This is an optimization exercise on Yosys and OpenROAD, whose aim is small area, not a production implementation.
No functional check of the RTL was part of any run shown here.
No activity file was given, so power comes from the tool's default toggle rates.

==> flow/design.v (outline; a module is shown in full before it is edited, if it fits) <==
// module chen_unsigned_div: 1918 lines
module chen_unsigned_div (clk, rst_n, divide_en, dividend, divisor,
                          divide_error, divide_done, quotient, remainde);
  // ...
==> flow/run.sh <==
#!/bin/bash
# synth_recipe.tcl (not shown) runs the flow's synth.tcl, then flattens the netlist and writes it again
# the make line also repeats each setting of config.mk as NAME=value (left out here)
make -C /OpenROAD-flow-scripts/flow DESIGN_CONFIG=/design/flow/config.mk WORK_HOME=/design/flow/orfs CLKGATE_MAP_FILE= SYNTH_SCRIPT=/design/flow/synth_recipe.tcl finish
==> flow/config.mk <==
export PLATFORM = sky130hd
export DESIGN_NAME = chen_unsigned_div
export DESIGN_NICKNAME = chen_unsigned_div
export VERILOG_FILES = /design/flow/design.v
export SDC_FILE = /design/flow/constraint.sdc
export NUM_CORES = 4
export LEC_CHECK = 0
export ABC_AREA = 1
export CAP_MARGIN = 20
export CORE_MARGIN = 2
export CORE_UTILIZATION = 50
export CTS_CLUSTER_DIAMETER = 80
export CTS_CLUSTER_SIZE = 25
export GPL_TIMING_DRIVEN = 0
export SLEW_MARGIN = 20
==> flow/constraint.sdc <==
create_clock -name core_clock -period 5.0 [get_ports {clk}]
set_input_delay 1.0000 -clock core_clock [delete_from_list [all_inputs] [get_ports {clk}]]
set_output_delay 1.0000 -clock core_clock [all_outputs]
set_load 0.01 [all_outputs]
==> qor.yml, run 1 <==
clocking:
  cts.sinks: 898
  path_clk_slew_ps: 90
  post-cts-setup-buffers: 32
  ctsResizeCount: 117
sta:
  fin_tns_setup_ps: 0
  worst_pin_slew_ps: 1130
  holdWs_ps: 327
  maxSlewViolCount: 0
grt:
  busiest_layer: "met2"
  antenna_found_initial: 1
  grt_pass1_vias: 42200
cells_and_area:
  fill_cells: 9253
  register_area_sq_um: 18100
  design_area_sq_um: 57000
  multi_input_area_share_pct: 48.8
  drive_gt1_share_pct: 12.9
  multi_input_area_sq_um: 27800
  diodes: 3
  mostFrequentLayoutCells: "nand2_1, inv_1, dfxtp_1"
  nMultiInputCombCells: 5454
  clk_share_pct: 3.28
yosys:
  synthArstFlopShare_pct: 0
  synthTopCellsByCount: "nand2_1, inv_1, dfxtp_1, nand3_1, nor2_1"
  synth-edff-count: 0
  synth-xor-area-share_pct: 6.52
  syn_nets: 7530
  synth_mux_area_share_pct: 0
  yosysTopAreaCellShare_pct: 36.8
  synth_top_family_by_area: "simple AND/OR/NAND/NOR gates"
critical_path:
  r2r-end: "r_7[19]$_DFF_P_"
  cp.required_ps: 5620
  endpoint: "r_7[19]$_DFF_P_"
  worst-r2r-cell-count: 36
  path_delay_family: "simple AND/OR/NAND/NOR gates"
placed_design:
  dpl.hpwl_mm: 100
floorplanning:
  coreArea_sq_um: 96700
  fp.dieH_um: 317
  boundaryPins: 133
run_status:
  status: "finished clean"
pwr:
  p_total_mw: 17.2
detailed_routing:
  wl_met3_mm: 2.81
  wl_per_cell_um: 13.8
==> run 2: changes to the inputs <==
--- a/flow/design.v
+++ b/flow/design.v
@@ -64,47 +64,47 @@
   wire p4_2_3 = p4_a_3 & p4_a_1;
   wire g4_z_2 = g4_0[2] | (p4_0[2] & g4_a_1);
   wire g4_z_4 = g4_0[4] | (p4_0[4] & g4_2_3);
   wire [5:0] b4 = {g4_z_4, g4_2_3, g4_z_2, g4_a_1, g4_0[0], 1'b0};
   wire [5:0] s4 = {b4[5], divisor[4:0] ^ b4[4:0]};
   wire q4 = ~s4[5] & ~|divisor[31:5];
   wire [4:0] r5 = t4 ^ ({5{q4}} & s4[4:0]);
   wire [31:0] x5 = {x4[30:0], q4};
-  reg        v_0;
-  reg [31:0] d_0;
-  reg [31:0] x_0;
-  reg [4:0] r_0;
-  always @(posedge clk) begin
-    v_0 <= rst_n & divide_en;
-    d_0 <= divisor;
-    x_0 <= x5;
-    r_0 <= r5;
-  end
-  wire [5:0] t5 = {r_0, x_0[31]};
-  wire [5:0] g5_0 = ~t5 & d_0[5:0];
-  wire [5:0] p5_0 = ~t5 | d_0[5:0];
+  wire [5:0] t5 = {r5, x5[31]};
+  wire [5:0] g5_0 = ~t5 & divisor[5:0];
+  wire [5:0] p5_0 = ~t5 | divisor[5:0];
   wire g5_a_1 = g5_0[1] | (p5_0[1] & g5_0[0]);
   wire p5_a_1 = p5_0[1] & p5_0[0];
   wire g5_a_3 = g5_0[3] | (p5_0[3] & g5_0[2]);
   wire p5_a_3 = p5_0[3] & p5_0[2];
   wire g5_a_5 = g5_0[5] | (p5_0[5] & g5_0[4]);
   wire p5_a_5 = p5_0[5] & p5_0[4];
   wire g5_2_3 = g5_a_3 | (p5_a_3 & g5_a_1);
   wire p5_2_3 = p5_a_3 & p5_a_1;
   wire g5_3_5 = g5_a_5 | (p5_a_5 & g5_2_3);
   wire p5_3_5 = p5_a_5 & p5_2_3;
   wire g5_z_2 = g5_0[2] | (p5_0[2] & g5_a_1);
   wire g5_z_4 = g5_0[4] | (p5_0[4] & g5_2_3);
   wire [6:0] b5 = {g5_3_5, g5_z_4, g5_2_3, g5_z_2, g5_a_1, g5_0[0], 1'b0};
-  wire [6:0] s5 = {b5[6], d_0[5:0] ^ b5[5:0]};
-  wire q5 = ~s5[6] & ~|d_0[31:6];
+  wire [6:0] s5 = {b5[6], divisor[5:0] ^ b5[5:0]};
+  wire q5 = ~s5[6] & ~|divisor[31:6];
   wire [5:0] r6 = t5 ^ ({6{q5}} & s5[5:0]);
-  wire [31:0] x6 = {x_0[30:0], q5};
-  wire [6:0] t6 = {r6, x6[31]};
+  wire [31:0] x6 = {x5[30:0], q5};
+  reg        v_0;
+  reg [31:0] d_0;
+  reg [31:0] x_0;
+  reg [5:0] r_0;
+  always @(posedge clk) begin
+    v_0 <= rst_n & divide_en;
+    d_0 <= divisor;
+    x_0 <= x6;
+    r_0 <= r6;
+  end
+  wire [6:0] t6 = {r_0, x_0[31]};
   wire [6:0] g6_0 = ~t6 & d_0[6:0];
   wire [6:0] p6_0 = ~t6 | d_0[6:0];
   wire g6_a_1 = g6_0[1] | (p6_0[1] & g6_0[0]);
   wire p6_a_1 = p6_0[1] & p6_0[0];
   wire g6_a_3 = g6_0[3] | (p6_0[3] & g6_0[2]);
   wire p6_a_3 = p6_0[3] & p6_0[2];
   wire g6_a_5 = g6_0[5] | (p6_0[5] & g6_0[4]);
   wire p6_a_5 = p6_0[5] & p6_0[4];
@@ -114,17 +114,17 @@
   wire p6_3_5 = p6_a_5 & p6_2_3;
   wire g6_z_2 = g6_0[2] | (p6_0[2] & g6_a_1);
   wire g6_z_4 = g6_0[4] | (p6_0[4] & g6_2_3);
   wire g6_z_6 = g6_0[6] | (p6_0[6] & g6_3_5);
   wire [7:0] b6 = {g6_z_6, g6_3_5, g6_z_4, g6_2_3, g6_z_2, g6_a_1, g6_0[0], 1'b0};
   wire [7:0] s6 = {b6[7], d_0[6:0] ^ b6[6:0]};
   wire q6 = ~s6[7] & ~|d_0[31:7];
   wire [6:0] r7 = t6 ^ ({7{q6}} & s6[6:0]);
-  wire [31:0] x7 = {x6[30:0], q6};
+  wire [31:0] x7 = {x_0[30:0], q6};
   wire [7:0] t7 = {r7, x7[31]};
   wire [7:0] g7_0 = ~t7 & d_0[7:0];
   wire [7:0] p7_0 = ~t7 | d_0[7:0];
   wire g7_a_1 = g7_0[1] | (p7_0[1] & g7_0[0]);
   wire p7_a_1 = p7_0[1] & p7_0[0];
   wire g7_a_3 = g7_0[3] | (p7_0[3] & g7_0[2]);
   wire p7_a_3 = p7_0[3] & p7_0[2];
   wire g7_a_5 = g7_0[5] | (p7_0[5] & g7_0[4]);
@@ -142,29 +142,19 @@
   wire g7_z_2 = g7_0[2] | (p7_0[2] & g7_a_1);
   wire g7_z_4 = g7_0[4] | (p7_0[4] & g7_2_3);
   wire g7_z_6 = g7_0[6] | (p7_0[6] & g7_3_5);
   wire [8:0] b7 = {g7_3_7, g7_z_6, g7_3_5, g7_z_4, g7_2_3, g7_z_2, g7_a_1, g7_0[0], 1'b0};
   wire [8:0] s7 = {b7[8], d_0[7:0] ^ b7[7:0]};
   wire q7 = ~s7[8] & ~|d_0[31:8];
   wire [7:0] r8 = t7 ^ ({8{q7}} & s7[7:0]);
   wire [31:0] x8 = {x7[30:0], q7};
-  reg        v_1;
-  reg [31:0] d_1;
-  reg [31:0] x_1;
-  reg [7:0] r_1;
-  always @(posedge clk) begin
-    v_1 <= rst_n & v_0;
-    d_1 <= d_0;
-    x_1 <= x8;
-    r_1 <= r8;
-  end
-  wire [8:0] t8 = {r_1, x_1[31]};
-  wire [8:0] g8_0 = ~t8 & d_1[8:0];
-  wire [8:0] p8_0 = ~t8 | d_1[8:0];
+  wire [8:0] t8 = {r8, x8[31]};
+  wire [8:0] g8_0 = ~t8 & d_0[8:0];
+  wire [8:0] p8_0 = ~t8 | d_0[8:0];
   wire g8_a_1 = g8_0[1] | (p8_0[1] & g8_0[0]);
   wire p8_a_1 = p8_0[1] & p8_0[0];
   wire g8_a_3 = g8_0[3] | (p8_0[3] & g8_0[2]);
   wire p8_a_3 = p8_0[3] & p8_0[2];
   wire g8_a_5 = g8_0[5] | (p8_0[5] & g8_0[4]);
   wire p8_a_5 = p8_0[5] & p8_0[4];
   wire g8_a_7 = g8_0[7] | (p8_0[7] & g8_0[6]);
   wire p8_a_7 = p8_0[7] & p8_0[6];
@@ -176,21 +166,31 @@
   wire p8_3_5 = p8_a_5 & p8_2_3;
   wire g8_3_7 = g8_2_7 | (p8_2_7 & g8_2_3);
   wire p8_3_7 = p8_2_7 & p8_2_3;
   wire g8_z_2 = g8_0[2] | (p8_0[2] & g8_a_1);
   wire g8_z_4 = g8_0[4] | (p8_0[4] & g8_2_3);
   wire g8_z_6 = g8_0[6] | (p8_0[6] & g8_3_5);
   wire g8_z_8 = g8_0[8] | (p8_0[8] & g8_3_7);
   wire [9:0] b8 = {g8_z_8, g8_3_7, g8_z_6, g8_3_5, g8_z_4, g8_2_3, g8_z_2, g8_a_1, g8_0[0], 1'b0};
-  wire [9:0] s8 = {b8[9], d_1[8:0] ^ b8[8:0]};
-  wire q8 = ~s8[9] & ~|d_1[31:9];
+  wire [9:0] s8 = {b8[9], d_0[8:0] ^ b8[8:0]};
+  wire q8 = ~s8[9] & ~|d_0[31:9];
   wire [8:0] r9 = t8 ^ ({9{q8}} & s8[8:0]);
-  wire [31:0] x9 = {x_1[30:0], q8};
-  wire [9:0] t9 = {r9, x9[31]};
+  wire [31:0] x9 = {x8[30:0], q8};
+  reg        v_1;
+  reg [31:0] d_1;
+  reg [31:0] x_1;
+  reg [8:0] r_1;
+  always @(posedge clk) begin
+    v_1 <= rst_n & v_0;
+    d_1 <= d_0;
+    x_1 <= x9;
+    r_1 <= r9;
+  end
+  wire [9:0] t9 = {r_1, x_1[31]};
   wire [9:0] g9_0 = ~t9 & d_1[9:0];
   wire [9:0] p9_0 = ~t9 | d_1[9:0];
   wire g9_a_1 = g9_0[1] | (p9_0[1] & g9_0[0]);
   wire p9_a_1 = p9_0[1] & p9_0[0];
   wire g9_a_3 = g9_0[3] | (p9_0[3] & g9_0[2]);
   wire p9_a_3 = p9_0[3] & p9_0[2];
   wire g9_a_5 = g9_0[5] | (p9_0[5] & g9_0[4]);
   wire p9_a_5 = p9_0[5] & p9_0[4];
@@ -211,17 +211,17 @@
   wire g9_z_2 = g9_0[2] | (p9_0[2] & g9_a_1);
   wire g9_z_4 = g9_0[4] | (p9_0[4] & g9_2_3);
   wire g9_z_6 = g9_0[6] | (p9_0[6] & g9_3_5);
   wire g9_z_8 = g9_0[8] | (p9_0[8] & g9_3_7);
   wire [10:0] b9 = {g9_4_9, g9_z_8, g9_3_7, g9_z_6, g9_3_5, g9_z_4, g9_2_3, g9_z_2, g9_a_1, g9_0[0], 1'b0};
   wire [10:0] s9 = {b9[10], d_1[9:0] ^ b9[9:0]};
   wire q9 = ~s9[10] & ~|d_1[31:10];
   wire [9:0] r10 = t9 ^ ({10{q9}} & s9[9:0]);
-  wire [31:0] x10 = {x9[30:0], q9};
+  wire [31:0] x10 = {x_1[30:0], q9};
   wire [10:0] t10 = {r10, x10[31]};
   wire [10:0] g10_0 = ~t10 & d_1[10:0];
   wire [10:0] p10_0 = ~t10 | d_1[10:0];
   wire g10_a_1 = g10_0[1] | (p10_0[1] & g10_0[0]);
   wire p10_a_1 = p10_0[1] & p10_0[0];
   wire g10_a_3 = g10_0[3] | (p10_0[3] & g10_0[2]);
   wire p10_a_3 = p10_0[3] & p10_0[2];
   wire g10_a_5 = g10_0[5] | (p10_0[5] & g10_0[4]);
@@ -245,29 +245,19 @@
   wire g10_z_6 = g10_0[6] | (p10_0[6] & g10_3_5);
   wire g10_z_8 = g10_0[8] | (p10_0[8] & g10_3_7);
   wire g10_z_10 = g10_0[10] | (p10_0[10] & g10_4_9);
   wire [11:0] b10 = {g10_z_10, g10_4_9, g10_z_8, g10_3_7, g10_z_6, g10_3_5, g10_z_4, g10_2_3, g10_z_2, g10_a_1, g10_0[0], 1'b0};
   wire [11:0] s10 = {b10[11], d_1[10:0] ^ b10[10:0]};
   wire q10 = ~s10[11] & ~|d_1[31:11];
   wire [10:0] r11 = t10 ^ ({11{q10}} & s10[10:0]);
   wire [31:0] x11 = {x10[30:0], q10};
-  reg        v_2;
-  reg [31:0] d_2;
-  reg [31:0] x_2;
-  reg [10:0] r_2;
-  always @(posedge clk) begin
-    v_2 <= rst_n & v_1;
-    d_2 <= d_1;
-    x_2 <= x11;
-    r_2 <= r11;
-  end
-  wire [11:0] t11 = {r_2, x_2[31]};
-  wire [11:0] g11_0 = ~t11 & d_2[11:0];
-  wire [11:0] p11_0 = ~t11 | d_2[11:0];
+  wire [11:0] t11 = {r11, x11[31]};
+  wire [11:0] g11_0 = ~t11 & d_1[11:0];
+  wire [11:0] p11_0 = ~t11 | d_1[11:0];
   wire g11_a_1 = g11_0[1] | (p11_0[1] & g11_0[0]);
   wire p11_a_1 = p11_0[1] & p11_0[0];
   wire g11_a_3 = g11_0[3] | (p11_0[3] & g11_0[2]);
   wire p11_a_3 = p11_0[3] & p11_0[2];
   wire g11_a_5 = g11_0[5] | (p11_0[5] & g11_0[4]);
   wire p11_a_5 = p11_0[5] & p11_0[4];
   wire g11_a_7 = g11_0[7] | (p11_0[7] & g11_0[6]);
   wire p11_a_7 = p11_0[7] & p11_0[6];
@@ -290,21 +280,31 @@
   wire g11_4_11 = g11_2_11 | (p11_2_11 & g11_3_7);
   wire p11_4_11 = p11_2_11 & p11_3_7;
   wire g11_z_2 = g11_0[2] | (p11_0[2] & g11_a_1);
   wire g11_z_4 = g11_0[4] | (p11_0[4] & g11_2_3);
   wire g11_z_6 = g11_0[6] | (p11_0[6] & g11_3_5);
   wire g11_z_8 = g11_0[8] | (p11_0[8] & g11_3_7);
   wire g11_z_10 = g11_0[10] | (p11_0[10] & g11_4_9);
   wire [12:0] b11 = {g11_4_11, g11_z_10, g11_4_9, g11_z_8, g11_3_7, g11_z_6, g11_3_5, g11_z_4, g11_2_3, g11_z_2, g11_a_1, g11_0[0], 1'b0};
-  wire [12:0] s11 = {b11[12], d_2[11:0] ^ b11[11:0]};
-  wire q11 = ~s11[12] & ~|d_2[31:12];
+  wire [12:0] s11 = {b11[12], d_1[11:0] ^ b11[11:0]};
+  wire q11 = ~s11[12] & ~|d_1[31:12];
   wire [11:0] r12 = t11 ^ ({12{q11}} & s11[11:0]);
-  wire [31:0] x12 = {x_2[30:0], q11};
-  wire [12:0] t12 = {r12, x12[31]};
+  wire [31:0] x12 = {x11[30:0], q11};
+  reg        v_2;
+  reg [31:0] d_2;
+  reg [31:0] x_2;
+  reg [11:0] r_2;
+  always @(posedge clk) begin
+    v_2 <= rst_n & v_1;
+    d_2 <= d_1;
+    x_2 <= x12;
+    r_2 <= r12;
+  end
+  wire [12:0] t12 = {r_2, x_2[31]};
   wire [12:0] g12_0 = ~t12 & d_2[12:0];
   wire [12:0] p12_0 = ~t12 | d_2[12:0];
   wire g12_a_1 = g12_0[1] | (p12_0[1] & g12_0[0]);
   wire p12_a_1 = p12_0[1] & p12_0[0];
   wire g12_a_3 = g12_0[3] | (p12_0[3] & g12_0[2]);
   wire p12_a_3 = p12_0[3] & p12_0[2];
   wire g12_a_5 = g12_0[5] | (p12_0[5] & g12_0[4]);
   wire p12_a_5 = p12_0[5] & p12_0[4];
@@ -333,17 +333,17 @@
   wire g12_z_6 = g12_0[6] | (p12_0[6] & g12_3_5);
   wire g12_z_8 = g12_0[8] | (p12_0[8] & g12_3_7);
   wire g12_z_10 = g12_0[10] | (p12_0[10] & g12_4_9);
   wire g12_z_12 = g12_0[12] | (p12_0[12] & g12_4_11);
   wire [13:0] b12 = {g12_z_12, g12_4_11, g12_z_10, g12_4_9, g12_z_8, g12_3_7, g12_z_6, g12_3_5, g12_z_4, g12_2_3, g12_z_2, g12_a_1, g12_0[0], 1'b0};
   wire [13:0] s12 = {b12[13], d_2[12:0] ^ b12[12:0]};
   wire q12 = ~s12[13] & ~|d_2[31:13];
   wire [12:0] r13 = t12 ^ ({13{q12}} & s12[12:0]);
-  wire [31:0] x13 = {x12[30:0], q12};
+  wire [31:0] x13 = {x_2[30:0], q12};
   wire [13:0] t13 = {r13, x13[31]};
   wire [13:0] g13_0 = ~t13 & d_2[13:0];
   wire [13:0] p13_0 = ~t13 | d_2[13:0];
   wire g13_a_1 = g13_0[1] | (p13_0[1] & g13_0[0]);
   wire p13_a_1 = p13_0[1] & p13_0[0];
   wire g13_a_3 = g13_0[3] | (p13_0[3] & g13_0[2]);
   wire p13_a_3 = p13_0[3] & p13_0[2];
   wire g13_a_5 = g13_0[5] | (p13_0[5] & g13_0[4]);
@@ -380,29 +380,19 @@
   wire g13_z_8 = g13_0[8] | (p13_0[8] & g13_3_7);
   wire g13_z_10 = g13_0[10] | (p13_0[10] & g13_4_9);
   wire g13_z_12 = g13_0[12] | (p13_0[12] & g13_4_11);
   wire [14:0] b13 = {g13_4_13, g13_z_12, g13_4_11, g13_z_10, g13_4_9, g13_z_8, g13_3_7, g13_z_6, g13_3_5, g13_z_4, g13_2_3, g13_z_2, g13_a_1, g13_0[0], 1'b0};
   wire [14:0] s13 = {b13[14], d_2[13:0] ^ b13[13:0]};
   wire q13 = ~s13[14] & ~|d_2[31:14];
   wire [13:0] r14 = t13 ^ ({14{q13}} & s13[13:0]);
   wire [31:0] x14 = {x13[30:0], q13};
-  reg        v_3;
-  reg [31:0] d_3;
-  reg [31:0] x_3;
-  reg [13:0] r_3;
-  always @(posedge clk) begin
-    v_3 <= rst_n & v_2;
-    d_3 <= d_2;
-    x_3 <= x14;
-    r_3 <= r14;
-  end
-  wire [14:0] t14 = {r_3, x_3[31]};
-  wire [14:0] g14_0 = ~t14 & d_3[14:0];
-  wire [14:0] p14_0 = ~t14 | d_3[14:0];
+  wire [14:0] t14 = {r14, x14[31]};
+  wire [14:0] g14_0 = ~t14 & d_2[14:0];
+  wire [14:0] p14_0 = ~t14 | d_2[14:0];
   wire g14_a_1 = g14_0[1] | (p14_0[1] & g14_0[0]);
   wire p14_a_1 = p14_0[1] & p14_0[0];
   wire g14_a_3 = g14_0[3] | (p14_0[3] & g14_0[2]);
   wire p14_a_3 = p14_0[3] & p14_0[2];
   wire g14_a_5 = g14_0[5] | (p14_0[5] & g14_0[4]);
   wire p14_a_5 = p14_0[5] & p14_0[4];
   wire g14_a_7 = g14_0[7] | (p14_0[7] & g14_0[6]);
   wire p14_a_7 = p14_0[7] & p14_0[6];
@@ -433,21 +423,31 @@
   wire g14_z_2 = g14_0[2] | (p14_0[2] & g14_a_1);
   wire g14_z_4 = g14_0[4] | (p14_0[4] & g14_2_3);
   wire g14_z_6 = g14_0[6] | (p14_0[6] & g14_3_5);
   wire g14_z_8 = g14_0[8] | (p14_0[8] & g14_3_7);
   wire g14_z_10 = g14_0[10] | (p14_0[10] & g14_4_9);
   wire g14_z_12 = g14_0[12] | (p14_0[12] & g14_4_11);
   wire g14_z_14 = g14_0[14] | (p14_0[14] & g14_4_13);
   wire [15:0] b14 = {g14_z_14, g14_4_13, g14_z_12, g14_4_11, g14_z_10, g14_4_9, g14_z_8, g14_3_7, g14_z_6, g14_3_5, g14_z_4, g14_2_3, g14_z_2, g14_a_1, g14_0[0], 1'b0};
-  wire [15:0] s14 = {b14[15], d_3[14:0] ^ b14[14:0]};
-  wire q14 = ~s14[15] & ~|d_3[31:15];
+  wire [15:0] s14 = {b14[15], d_2[14:0] ^ b14[14:0]};
+  wire q14 = ~s14[15] & ~|d_2[31:15];
   wire [14:0] r15 = t14 ^ ({15{q14}} & s14[14:0]);
-  wire [31:0] x15 = {x_3[30:0], q14};
-  wire [15:0] t15 = {r15, x15[31]};
+  wire [31:0] x15 = {x14[30:0], q14};
+  reg        v_3;
+  reg [31:0] d_3;
+  reg [31:0] x_3;
+  reg [14:0] r_3;
+  always @(posedge clk) begin
+    v_3 <= rst_n & v_2;
+    d_3 <= d_2;
+    x_3 <= x15;
+    r_3 <= r15;
+  end
+  wire [15:0] t15 = {r_3, x_3[31]};
   wire [15:0] g15_0 = ~t15 & d_3[15:0];
   wire [15:0] p15_0 = ~t15 | d_3[15:0];
   wire g15_a_1 = g15_0[1] | (p15_0[1] & g15_0[0]);
   wire p15_a_1 = p15_0[1] & p15_0[0];
   wire g15_a_3 = g15_0[3] | (p15_0[3] & g15_0[2]);
   wire p15_a_3 = p15_0[3] & p15_0[2];
   wire g15_a_5 = g15_0[5] | (p15_0[5] & g15_0[4]);
   wire p15_a_5 = p15_0[5] & p15_0[4];
@@ -491,17 +491,17 @@
   wire g15_z_8 = g15_0[8] | (p15_0[8] & g15_3_7);
   wire g15_z_10 = g15_0[10] | (p15_0[10] & g15_4_9);
   wire g15_z_12 = g15_0[12] | (p15_0[12] & g15_4_11);
   wire g15_z_14 = g15_0[14] | (p15_0[14] & g15_4_13);
   wire [16:0] b15 = {g15_4_15, g15_z_14, g15_4_13, g15_z_12, g15_4_11, g15_z_10, g15_4_9, g15_z_8, g15_3_7, g15_z_6, g15_3_5, g15_z_4, g15_2_3, g15_z_2, g15_a_1, g15_0[0], 1'b0};
   wire [16:0] s15 = {b15[16], d_3[15:0] ^ b15[15:0]};
   wire q15 = ~s15[16] & ~|d_3[31:16];
   wire [15:0] r16 = t15 ^ ({16{q15}} & s15[15:0]);
-  wire [31:0] x16 = {x15[30:0], q15};
+  wire [31:0] x16 = {x_3[30:0], q15};
   wire [16:0] t16 = {r16, x16[31]};
   wire [16:0] g16_0 = ~t16 & d_3[16:0];
   wire [16:0] p16_0 = ~t16 | d_3[16:0];
   wire g16_a_1 = g16_0[1] | (p16_0[1] & g16_0[0]);
   wire p16_a_1 = p16_0[1] & p16_0[0];
   wire g16_a_3 = g16_0[3] | (p16_0[3] & g16_0[2]);
   wire p16_a_3 = p16_0[3] & p16_0[2];
   wire g16_a_5 = g16_0[5] | (p16_0[5] & g16_0[4]);
@@ -548,29 +548,19 @@
   wire g16_z_12 = g16_0[12] | (p16_0[12] & g16_4_11);
   wire g16_z_14 = g16_0[14] | (p16_0[14] & g16_4_13);
   wire g16_z_16 = g16_0[16] | (p16_0[16] & g16_4_15);
   wire [17:0] b16 = {g16_z_16, g16_4_15, g16_z_14, g16_4_13, g16_z_12, g16_4_11, g16_z_10, g16_4_9, g16_z_8, g16_3_7, g16_z_6, g16_3_5, g16_z_4, g16_2_3, g16_z_2, g16_a_1, g16_0[0], 1'b0};
   wire [17:0] s16 = {b16[17], d_3[16:0] ^ b16[16:0]};
   wire q16 = ~s16[17] & ~|d_3[31:17];
   wire [16:0] r17 = t16 ^ ({17{q16}} & s16[16:0]);
   wire [31:0] x17 = {x16[30:0], q16};
-  reg        v_4;
-  reg [31:0] d_4;
-  reg [31:0] x_4;
-  reg [16:0] r_4;
-  always @(posedge clk) begin
-    v_4 <= rst_n & v_3;
-    d_4 <= d_3;
-    x_4 <= x17;
-    r_4 <= r17;
-  end
-  wire [17:0] t17 = {r_4, x_4[31]};
-  wire [17:0] g17_0 = ~t17 & d_4[17:0];
-  wire [17:0] p17_0 = ~t17 | d_4[17:0];
+  wire [17:0] t17 = {r17, x17[31]};
+  wire [17:0] g17_0 = ~t17 & d_3[17:0];
+  wire [17:0] p17_0 = ~t17 | d_3[17:0];
   wire g17_a_1 = g17_0[1] | (p17_0[1] & g17_0[0]);
   wire p17_a_1 = p17_0[1] & p17_0[0];
   wire g17_a_3 = g17_0[3] | (p17_0[3] & g17_0[2]);
   wire p17_a_3 = p17_0[3] & p17_0[2];
   wire g17_a_5 = g17_0[5] | (p17_0[5] & g17_0[4]);
   wire p17_a_5 = p17_0[5] & p17_0[4];
   wire g17_a_7 = g17_0[7] | (p17_0[7] & g17_0[6]);
   wire p17_a_7 = p17_0[7] & p17_0[6];
@@ -614,21 +604,31 @@
   wire g17_z_4 = g17_0[4] | (p17_0[4] & g17_2_3);
   wire g17_z_6 = g17_0[6] | (p17_0[6] & g17_3_5);
   wire g17_z_8 = g17_0[8] | (p17_0[8] & g17_3_7);
   wire g17_z_10 = g17_0[10] | (p17_0[10] & g17_4_9);
   wire g17_z_12 = g17_0[12] | (p17_0[12] & g17_4_11);
   wire g17_z_14 = g17_0[14] | (p17_0[14] & g17_4_13);
   wire g17_z_16 = g17_0[16] | (p17_0[16] & g17_4_15);
   wire [18:0] b17 = {g17_5_17, g17_z_16, g17_4_15, g17_z_14, g17_4_13, g17_z_12, g17_4_11, g17_z_10, g17_4_9, g17_z_8, g17_3_7, g17_z_6, g17_3_5, g17_z_4, g17_2_3, g17_z_2, g17_a_1, g17_0[0], 1'b0};
-  wire [18:0] s17 = {b17[18], d_4[17:0] ^ b17[17:0]};
-  wire q17 = ~s17[18] & ~|d_4[31:18];
+  wire [18:0] s17 = {b17[18], d_3[17:0] ^ b17[17:0]};
+  wire q17 = ~s17[18] & ~|d_3[31:18];
   wire [17:0] r18 = t17 ^ ({18{q17}} & s17[17:0]);
-  wire [31:0] x18 = {x_4[30:0], q17};
-  wire [18:0] t18 = {r18, x18[31]};
+  wire [31:0] x18 = {x17[30:0], q17};
+  reg        v_4;
+  reg [31:0] d_4;
+  reg [31:0] x_4;
+  reg [17:0] r_4;
+  always @(posedge clk) begin
+    v_4 <= rst_n & v_3;
+    d_4 <= d_3;
+    x_4 <= x18;
+    r_4 <= r18;
+  end
+  wire [18:0] t18 = {r_4, x_4[31]};
   wire [18:0] g18_0 = ~t18 & d_4[18:0];
   wire [18:0] p18_0 = ~t18 | d_4[18:0];
   wire g18_a_1 = g18_0[1] | (p18_0[1] & g18_0[0]);
   wire p18_a_1 = p18_0[1] & p18_0[0];
   wire g18_a_3 = g18_0[3] | (p18_0[3] & g18_0[2]);
   wire p18_a_3 = p18_0[3] & p18_0[2];
   wire g18_a_5 = g18_0[5] | (p18_0[5] & g18_0[4]);
   wire p18_a_5 = p18_0[5] & p18_0[4];
@@ -678,17 +678,17 @@
   wire g18_z_12 = g18_0[12] | (p18_0[12] & g18_4_11);
   wire g18_z_14 = g18_0[14] | (p18_0[14] & g18_4_13);
   wire g18_z_16 = g18_0[16] | (p18_0[16] & g18_4_15);
   wire g18_z_18 = g18_0[18] | (p18_0[18] & g18_5_17);
   wire [19:0] b18 = {g18_z_18, g18_5_17, g18_z_16, g18_4_15, g18_z_14, g18_4_13, g18_z_12, g18_4_11, g18_z_10, g18_4_9, g18_z_8, g18_3_7, g18_z_6, g18_3_5, g18_z_4, g18_2_3, g18_z_2, g18_a_1, g18_0[0], 1'b0};
   wire [19:0] s18 = {b18[19], d_4[18:0] ^ b18[18:0]};
   wire q18 = ~s18[19] & ~|d_4[31:19];
   wire [18:0] r19 = t18 ^ ({19{q18}} & s18[18:0]);
-  wire [31:0] x19 = {x18[30:0], q18};
+  wire [31:0] x19 = {x_4[30:0], q18};
   wire [19:0] t19 = {r19, x19[31]};
   wire [19:0] g19_0 = ~t19 & d_4[19:0];
   wire [19:0] p19_0 = ~t19 | d_4[19:0];
   wire g19_a_1 = g19_0[1] | (p19_0[1] & g19_0[0]);
   wire p19_a_1 = p19_0[1] & p19_0[0];
   wire g19_a_3 = g19_0[3] | (p19_0[3] & g19_0[2]);
   wire p19_a_3 = p19_0[3] & p19_0[2];
   wire g19_a_5 = g19_0[5] | (p19_0[5] & g19_0[4]);
@@ -746,29 +746,19 @@
   wire g19_z_14 = g19_0[14] | (p19_0[14] & g19_4_13);
   wire g19_z_16 = g19_0[16] | (p19_0[16] & g19_4_15);
   wire g19_z_18 = g19_0[18] | (p19_0[18] & g19_5_17);
   wire [20:0] b19 = {g19_5_19, g19_z_18, g19_5_17, g19_z_16, g19_4_15, g19_z_14, g19_4_13, g19_z_12, g19_4_11, g19_z_10, g19_4_9, g19_z_8, g19_3_7, g19_z_6, g19_3_5, g19_z_4, g19_2_3, g19_z_2, g19_a_1, g19_0[0], 1'b0};
   wire [20:0] s19 = {b19[20], d_4[19:0] ^ b19[19:0]};
   wire q19 = ~s19[20] & ~|d_4[31:20];
   wire [19:0] r20 = t19 ^ ({20{q19}} & s19[19:0]);
   wire [31:0] x20 = {x19[30:0], q19};
-  reg        v_5;
-  reg [31:0] d_5;
-  reg [31:0] x_5;
-  reg [19:0] r_5;
-  always @(posedge clk) begin
-    v_5 <= rst_n & v_4;
-    d_5 <= d_4;
-    x_5 <= x20;
-    r_5 <= r20;
-  end
-  wire [20:0] t20 = {r_5, x_5[31]};
-  wire [20:0] g20_0 = ~t20 & d_5[20:0];
-  wire [20:0] p20_0 = ~t20 | d_5[20:0];
+  wire [20:0] t20 = {r20, x20[31]};
+  wire [20:0] g20_0 = ~t20 & d_4[20:0];
+  wire [20:0] p20_0 = ~t20 | d_4[20:0];
   wire g20_a_1 = g20_0[1] | (p20_0[1] & g20_0[0]);
   wire p20_a_1 = p20_0[1] & p20_0[0];
   wire g20_a_3 = g20_0[3] | (p20_0[3] & g20_0[2]);
   wire p20_a_3 = p20_0[3] & p20_0[2];
   wire g20_a_5 = g20_0[5] | (p20_0[5] & g20_0[4]);
   wire p20_a_5 = p20_0[5] & p20_0[4];
   wire g20_a_7 = g20_0[7] | (p20_0[7] & g20_0[6]);
   wire p20_a_7 = p20_0[7] & p20_0[6];
@@ -820,21 +810,31 @@
   wire g20_z_8 = g20_0[8] | (p20_0[8] & g20_3_7);
   wire g20_z_10 = g20_0[10] | (p20_0[10] & g20_4_9);
   wire g20_z_12 = g20_0[12] | (p20_0[12] & g20_4_11);
   wire g20_z_14 = g20_0[14] | (p20_0[14] & g20_4_13);
   wire g20_z_16 = g20_0[16] | (p20_0[16] & g20_4_15);
   wire g20_z_18 = g20_0[18] | (p20_0[18] & g20_5_17);
   wire g20_z_20 = g20_0[20] | (p20_0[20] & g20_5_19);
   wire [21:0] b20 = {g20_z_20, g20_5_19, g20_z_18, g20_5_17, g20_z_16, g20_4_15, g20_z_14, g20_4_13, g20_z_12, g20_4_11, g20_z_10, g20_4_9, g20_z_8, g20_3_7, g20_z_6, g20_3_5, g20_z_4, g20_2_3, g20_z_2, g20_a_1, g20_0[0], 1'b0};
-  wire [21:0] s20 = {b20[21], d_5[20:0] ^ b20[20:0]};
-  wire q20 = ~s20[21] & ~|d_5[31:21];
+  wire [21:0] s20 = {b20[21], d_4[20:0] ^ b20[20:0]};
+  wire q20 = ~s20[21] & ~|d_4[31:21];
   wire [20:0] r21 = t20 ^ ({21{q20}} & s20[20:0]);
-  wire [31:0] x21 = {x_5[30:0], q20};
-  wire [21:0] t21 = {r21, x21[31]};
+  wire [31:0] x21 = {x20[30:0], q20};
+  reg        v_5;
+  reg [31:0] d_5;
+  reg [31:0] x_5;
+  reg [20:0] r_5;
+  always @(posedge clk) begin
+    v_5 <= rst_n & v_4;
+    d_5 <= d_4;
+    x_5 <= x21;
+    r_5 <= r21;
+  end
+  wire [21:0] t21 = {r_5, x_5[31]};
   wire [21:0] g21_0 = ~t21 & d_5[21:0];
   wire [21:0] p21_0 = ~t21 | d_5[21:0];
   wire g21_a_1 = g21_0[1] | (p21_0[1] & g21_0[0]);
   wire p21_a_1 = p21_0[1] & p21_0[0];
   wire g21_a_3 = g21_0[3] | (p21_0[3] & g21_0[2]);
   wire p21_a_3 = p21_0[3] & p21_0[2];
   wire g21_a_5 = g21_0[5] | (p21_0[5] & g21_0[4]);
   wire p21_a_5 = p21_0[5] & p21_0[4];
@@ -897,17 +897,17 @@
   wire g21_z_14 = g21_0[14] | (p21_0[14] & g21_4_13);
   wire g21_z_16 = g21_0[16] | (p21_0[16] & g21_4_15);
   wire g21_z_18 = g21_0[18] | (p21_0[18] & g21_5_17);
   wire g21_z_20 = g21_0[20] | (p21_0[20] & g21_5_19);
   wire [22:0] b21 = {g21_5_21, g21_z_20, g21_5_19, g21_z_18, g21_5_17, g21_z_16, g21_4_15, g21_z_14, g21_4_13, g21_z_12, g21_4_11, g21_z_10, g21_4_9, g21_z_8, g21_3_7, g21_z_6, g21_3_5, g21_z_4, g21_2_3, g21_z_2, g21_a_1, g21_0[0], 1'b0};
   wire [22:0] s21 = {b21[22], d_5[21:0] ^ b21[21:0]};
   wire q21 = ~s21[22] & ~|d_5[31:22];
   wire [21:0] r22 = t21 ^ ({22{q21}} & s21[21:0]);
-  wire [31:0] x22 = {x21[30:0], q21};
+  wire [31:0] x22 = {x_5[30:0], q21};
   wire [22:0] t22 = {r22, x22[31]};
   wire [22:0] g22_0 = ~t22 & d_5[22:0];
   wire [22:0] p22_0 = ~t22 | d_5[22:0];
   wire g22_a_1 = g22_0[1] | (p22_0[1] & g22_0[0]);
   wire p22_a_1 = p22_0[1] & p22_0[0];
   wire g22_a_3 = g22_0[3] | (p22_0[3] & g22_0[2]);
   wire p22_a_3 = p22_0[3] & p22_0[2];
   wire g22_a_5 = g22_0[5] | (p22_0[5] & g22_0[4]);
@@ -973,29 +973,19 @@
   wire g22_z_18 = g22_0[18] | (p22_0[18] & g22_5_17);
   wire g22_z_20 = g22_0[20] | (p22_0[20] & g22_5_19);
   wire g22_z_22 = g22_0[22] | (p22_0[22] & g22_5_21);
   wire [23:0] b22 = {g22_z_22, g22_5_21, g22_z_20, g22_5_19, g22_z_18, g22_5_17, g22_z_16, g22_4_15, g22_z_14, g22_4_13, g22_z_12, g22_4_11, g22_z_10, g22_4_9, g22_z_8, g22_3_7, g22_z_6, g22_3_5, g22_z_4, g22_2_3, g22_z_2, g22_a_1, g22_0[0], 1'b0};
   wire [23:0] s22 = {b22[23], d_5[22:0] ^ b22[22:0]};
   wire q22 = ~s22[23] & ~|d_5[31:23];
   wire [22:0] r23 = t22 ^ ({23{q22}} & s22[22:0]);
   wire [31:0] x23 = {x22[30:0], q22};
-  reg        v_6;
-  reg [31:0] d_6;
-  reg [31:0] x_6;
-  reg [22:0] r_6;
-  always @(posedge clk) begin
-    v_6 <= rst_n & v_5;
-    d_6 <= d_5;
-    x_6 <= x23;
-    r_6 <= r23;
-  end
-  wire [23:0] t23 = {r_6, x_6[31]};
-  wire [23:0] g23_0 = ~t23 & d_6[23:0];
-  wire [23:0] p23_0 = ~t23 | d_6[23:0];
+  wire [23:0] t23 = {r23, x23[31]};
+  wire [23:0] g23_0 = ~t23 & d_5[23:0];
+  wire [23:0] p23_0 = ~t23 | d_5[23:0];
   wire g23_a_1 = g23_0[1] | (p23_0[1] & g23_0[0]);
   wire p23_a_1 = p23_0[1] & p23_0[0];
   wire g23_a_3 = g23_0[3] | (p23_0[3] & g23_0[2]);
   wire p23_a_3 = p23_0[3] & p23_0[2];
   wire g23_a_5 = g23_0[5] | (p23_0[5] & g23_0[4]);
   wire p23_a_5 = p23_0[5] & p23_0[4];
   wire g23_a_7 = g23_0[7] | (p23_0[7] & g23_0[6]);
   wire p23_a_7 = p23_0[7] & p23_0[6];
@@ -1062,21 +1052,31 @@
   wire g23_z_10 = g23_0[10] | (p23_0[10] & g23_4_9);
   wire g23_z_12 = g23_0[12] | (p23_0[12] & g23_4_11);
   wire g23_z_14 = g23_0[14] | (p23_0[14] & g23_4_13);
   wire g23_z_16 = g23_0[16] | (p23_0[16] & g23_4_15);
   wire g23_z_18 = g23_0[18] | (p23_0[18] & g23_5_17);
   wire g23_z_20 = g23_0[20] | (p23_0[20] & g23_5_19);
   wire g23_z_22 = g23_0[22] | (p23_0[22] & g23_5_21);
   wire [24:0] b23 = {g23_5_23, g23_z_22, g23_5_21, g23_z_20, g23_5_19, g23_z_18, g23_5_17, g23_z_16, g23_4_15, g23_z_14, g23_4_13, g23_z_12, g23_4_11, g23_z_10, g23_4_9, g23_z_8, g23_3_7, g23_z_6, g23_3_5, g23_z_4, g23_2_3, g23_z_2, g23_a_1, g23_0[0], 1'b0};
-  wire [24:0] s23 = {b23[24], d_6[23:0] ^ b23[23:0]};
-  wire q23 = ~s23[24] & ~|d_6[31:24];
+  wire [24:0] s23 = {b23[24], d_5[23:0] ^ b23[23:0]};
+  wire q23 = ~s23[24] & ~|d_5[31:24];
   wire [23:0] r24 = t23 ^ ({24{q23}} & s23[23:0]);
-  wire [31:0] x24 = {x_6[30:0], q23};
-  wire [24:0] t24 = {r24, x24[31]};
+  wire [31:0] x24 = {x23[30:0], q23};
+  reg        v_6;
+  reg [31:0] d_6;
+  reg [31:0] x_6;
+  reg [23:0] r_6;
+  always @(posedge clk) begin
+    v_6 <= rst_n & v_5;
+    d_6 <= d_5;
+    x_6 <= x24;
+    r_6 <= r24;
+  end
+  wire [24:0] t24 = {r_6, x_6[31]};
   wire [24:0] g24_0 = ~t24 & d_6[24:0];
   wire [24:0] p24_0 = ~t24 | d_6[24:0];
   wire g24_a_1 = g24_0[1] | (p24_0[1] & g24_0[0]);
   wire p24_a_1 = p24_0[1] & p24_0[0];
   wire g24_a_3 = g24_0[3] | (p24_0[3] & g24_0[2]);
   wire p24_a_3 = p24_0[3] & p24_0[2];
   wire g24_a_5 = g24_0[5] | (p24_0[5] & g24_0[4]);
   wire p24_a_5 = p24_0[5] & p24_0[4];
@@ -1149,17 +1149,17 @@
   wire g24_z_18 = g24_0[18] | (p24_0[18] & g24_5_17);
   wire g24_z_20 = g24_0[20] | (p24_0[20] & g24_5_19);
   wire g24_z_22 = g24_0[22] | (p24_0[22] & g24_5_21);
   wire g24_z_24 = g24_0[24] | (p24_0[24] & g24_5_23);
   wire [25:0] b24 = {g24_z_24, g24_5_23, g24_z_22, g24_5_21, g24_z_20, g24_5_19, g24_z_18, g24_5_17, g24_z_16, g24_4_15, g24_z_14, g24_4_13, g24_z_12, g24_4_11, g24_z_10, g24_4_9, g24_z_8, g24_3_7, g24_z_6, g24_3_5, g24_z_4, g24_2_3, g24_z_2, g24_a_1, g24_0[0], 1'b0};
   wire [25:0] s24 = {b24[25], d_6[24:0] ^ b24[24:0]};
   wire q24 = ~s24[25] & ~|d_6[31:25];
   wire [24:0] r25 = t24 ^ ({25{q24}} & s24[24:0]);
-  wire [31:0] x25 = {x24[30:0], q24};
+  wire [31:0] x25 = {x_6[30:0], q24};
   wire [25:0] t25 = {r25, x25[31]};
   wire [25:0] g25_0 = ~t25 & d_6[25:0];
   wire [25:0] p25_0 = ~t25 | d_6[25:0];
   wire g25_a_1 = g25_0[1] | (p25_0[1] & g25_0[0]);
   wire p25_a_1 = p25_0[1] & p25_0[0];
   wire g25_a_3 = g25_0[3] | (p25_0[3] & g25_0[2]);
   wire p25_a_3 = p25_0[3] & p25_0[2];
   wire g25_a_5 = g25_0[5] | (p25_0[5] & g25_0[4]);
==> run 2 against run 1 <==
Effect of this change: clock skew grew 5.6 ps; critical path depth is 5 lower; synthesized cell count fell by 1.8%; flip-flop and latch count up 7; hold slack lost 6.8 ps; critical path type unchanged; critical endpoint is now r_9[20]$_DFF_P_; largest power group unchanged.
==> qor.yml, run 2 <==
run_status:
  status: "finished clean"
grt:
  antenna_found_initial: 2  # +1
  grt.total_usage_pct: 24.2
  grt_pass1_wl_mm: 198
  grt_pass1_vias: 41600  # -1.3%
  grt_max_degree: 26
  grt.overflow.total: 0
yosys:
  syn_nets: 7394  # -1.8%
  yosysMostFrequentCell: "nand2_1"
  synth.distinct_cells: 64
  synth_warnings: 1
  yosys_register_bits: 905
  synth-edff-count: 0  # unchanged
  syn_area_sq_um: 48500
  synth_seq_area_share_pct: 37.4
  yosysTopAreaCellShare_pct: 37.4  # +0.57 points
  syn_inst: 7327
  synthTopCellsByArea: "dfxtp_1, nand2_1, nand3_1"
  synthTopCellsByCount: "nand2_1, inv_1, dfxtp_1, nand3_1, nor2_1"
  synth_ff_type: "dfxtp_1"
  yosys.area.top_type: "dfxtp_1"
  synth.avg_cell_area_sq_um: 6.62
  synthArstFlopShare_pct: 0  # unchanged
clocking:
  cts_made_buffers: 55
  cts.sinks: 905  # +0.78%
  tritoncts: "yes"
  cts-root-buf: "clkbuf_16"
  hold_buffers: 0
  htree_num_levels: 2
  cts_buffer_depth: 3
  path_clk_slew_ps: 100  # about the same
  clock_latency_ps: 690
critical_path:
  path_max_fanout: 10
  cp_slowest_stage_delay_ps: 430
  start_kind: "flip-flop"
  crit_slowest_cell: "dfxtp_4"
  worst-endpoint-arrival_ps: 5320
  critPathCaptureType: "flip-flop"
  crit_top_cell: "nand2_1"
  cp.required_ps: 5570  # -50 ps
  worstSetupPathType: "flip-flop to flip-flop"
cells_and_area:
  design_area_sq_um: 56800  # -0.45%
  drive_gt1_share_pct: 12.0  # -0.90 points
  fin_nets: 7749
  final_common_cell: "nand2_1"
  area_growth_syn_to_layout_pct: 17.1
  mostFrequentLayoutCells: "nand2_1, inv_1, dfxtp_1"
sta:
  maxSlewViolCount: 0  # unchanged
  hold_violations: 0
  setup_violations: 0
  worst_pin_slew_ps: 1020  # -114 ps
  fin_worst_skew_ps: 25.7
  min_period_over_period_pct: 95.0
  fmax_mhz: 210
  slew_headroom_pct: 31.4
  final.min_clock_period_ps: 4750
  fin_tns_setup_ps: 0  # unchanged
  grt_setup_unrepaired: "true"
floorplanning:
  die_w_um: 315
  boundaryPins: 133  # unchanged
  coreArea_sq_um: 96400  # -0.30%
  dieArea_sq_um: 99500
  fp.dieH_um: 315  # -0.37%
  rows: 114
  initial_core_util_pct: 50.3
detailed_routing:
  drc_errors: 0
  drt-total-wl_mm: 125
  first_pass_iters: 8
  ant_nets: 0
  vias_per_cell: 5.02
  vias: 45100
  wl_per_cell_um: 13.9  # +1.3%
  first_iter_violations: 2248
placed_design:
  dpl.hpwl_mm: 98.4  # -1.6%
  port_buffers: 132
  gp_congestion: 0.914
  place_area_sq_um: 51400
flow_run:
  cap_violations: 0
worst_hold_path:
  hp-class: "flip-flop to flip-flop"
pwr:
  cellPowerDensity_nw_per_um2: 304
  power_leakage_nw: 28.8
  ir_worst_vdd_v: 0.000309
run 2: cell type report:
class,instances,area (sq um)
Antenna cell,7,17.5
Buffer,89,932
Clock buffer,57,1410
Clock inverter,31,443
Fill cell,9265,39600
Inverter,992,3820
Multi-Input combinational cell,5345,27400
Sequential cell,905,18200
Tap cell,1276,1600
Timing Repair Buffer,294,2920
run 2: repair_timing:
action | CTS | global route
resized for setup | 141 | 447
cloned | 2 | 16
setup endpoints to repair | 211 | 231
setup buffers | 42 | 105
pin swaps | 23 | 113
run 2: critical path, delay by kind of cell, from the launching register on:
family | cells | cell delay (ps)
AND/OR/NAND/NOR | 16 | 1570
buffers and inverters | 5 | 770
adder cells (fa/ha/maj) | 1 | 360
AO/OA/AOI/OAI | 9 | 1520
flip-flops | 1 | 430
run 2: per-layer routing:
layer / vias up / global-route usage (%) / part of all wire (%)
met2: 724 / 47.7 / 53
met3: 296 / 2.19 / 2.5
met4: 0 / 13.8 / 6.6
met1: 20200 / 24.7 / 38
met5: - / 0 / 0
li1: 23900 / - / -
run 2: cells by family after synthesis:
family                     Yosys count  share of synthesized area [%]
AOI/OAI and AO/OA                  616                           7.37
buffers and inverters             1081                           8.91
and+or+nand+nor                   4325                           39.0
adders and majority gates            6                          0.132
xor gates and xnor gates           394                           7.22
DFF                                905                           37.4
run 2: final timing paths:
path | startpoint | to | slack (ps) | depth (start not counted)
setup reg to reg | x_8[31]$_DFF_P_ | r_9[20]$_DFF_P_ | 250 | 31
setup / recovery | x_8[31]$_DFF_P_ | r_9[20]$_DFF_P_ | 250 | 31
hold reg to reg | x_1[26]$_DFF_P_ | x_2[29]$_DFF_P_ | 320 | 0
hold / removal | x_1[26]$_DFF_P_ | x_2[29]$_DFF_P_ | 320 | 0
run 2: power breakdown:
group / internal, mW / leakage, nW / switching [mW]
sequential: 7.65 / 7.55 / 0.334
combinational: 1.64 / 20.4 / 2.68
clock: 2.20 / 0.891 / 2.73
run 2: through the flow:
step | instances | power [mW] | setup WS (ps) | util [%] | hold WS [ps]
4_1_cts | 8868 | 17.1 | 2.34 | 56.2 | 325
6_report | 8996 | 17.2 | 249 | 58.9 | 320
3_5_place_dp | 8736 | 12.0 | -1200 | 53.3 | 312
5_1_grt | 8995 | 18.3 | -61.0 | 58.9 | 323
3_3_place_gp | 8735 | 11.9 | -1180 | 53.3 | 310
2_1_floorplan | 7327 | 10.9 | 592 | - | 310

static timing again, ports no longer ideal:
In the flow no input, the clock included, has a driving cell. The finished layouts below were timed again as built, in two steps.
Step 1 assumes that a clkbuf_16 drives the clock port and a buf_2 every other input.
Step 2 also shifts input and output timing later by t, the mid clock arrival at the registers, as if the neighbouring blocks saw the same clock.
Slacks: ideal ports / drivers / drivers and shift; pairs: ideal ports / drivers.
run	t, ns	slack for setup (ns)	worst setup path at the end	worst register clock-pin slew, ns	worst slew at a driven data input, ns
run 1	0.741	0.261 / 0.261 / -0.384	input to register	0.09 / 0.09	0.05
run 2	0.750	0.249 / 0.249 / -0.256	input to register	0.10 / 0.10	0.05
With both steps, setup timing fails in run 1 and run 2, where it was met with ideal ports. For run 1, which loses most, drivers alone change the setup slack by 0.000 ns; drivers and shift together by -0.645 ns.
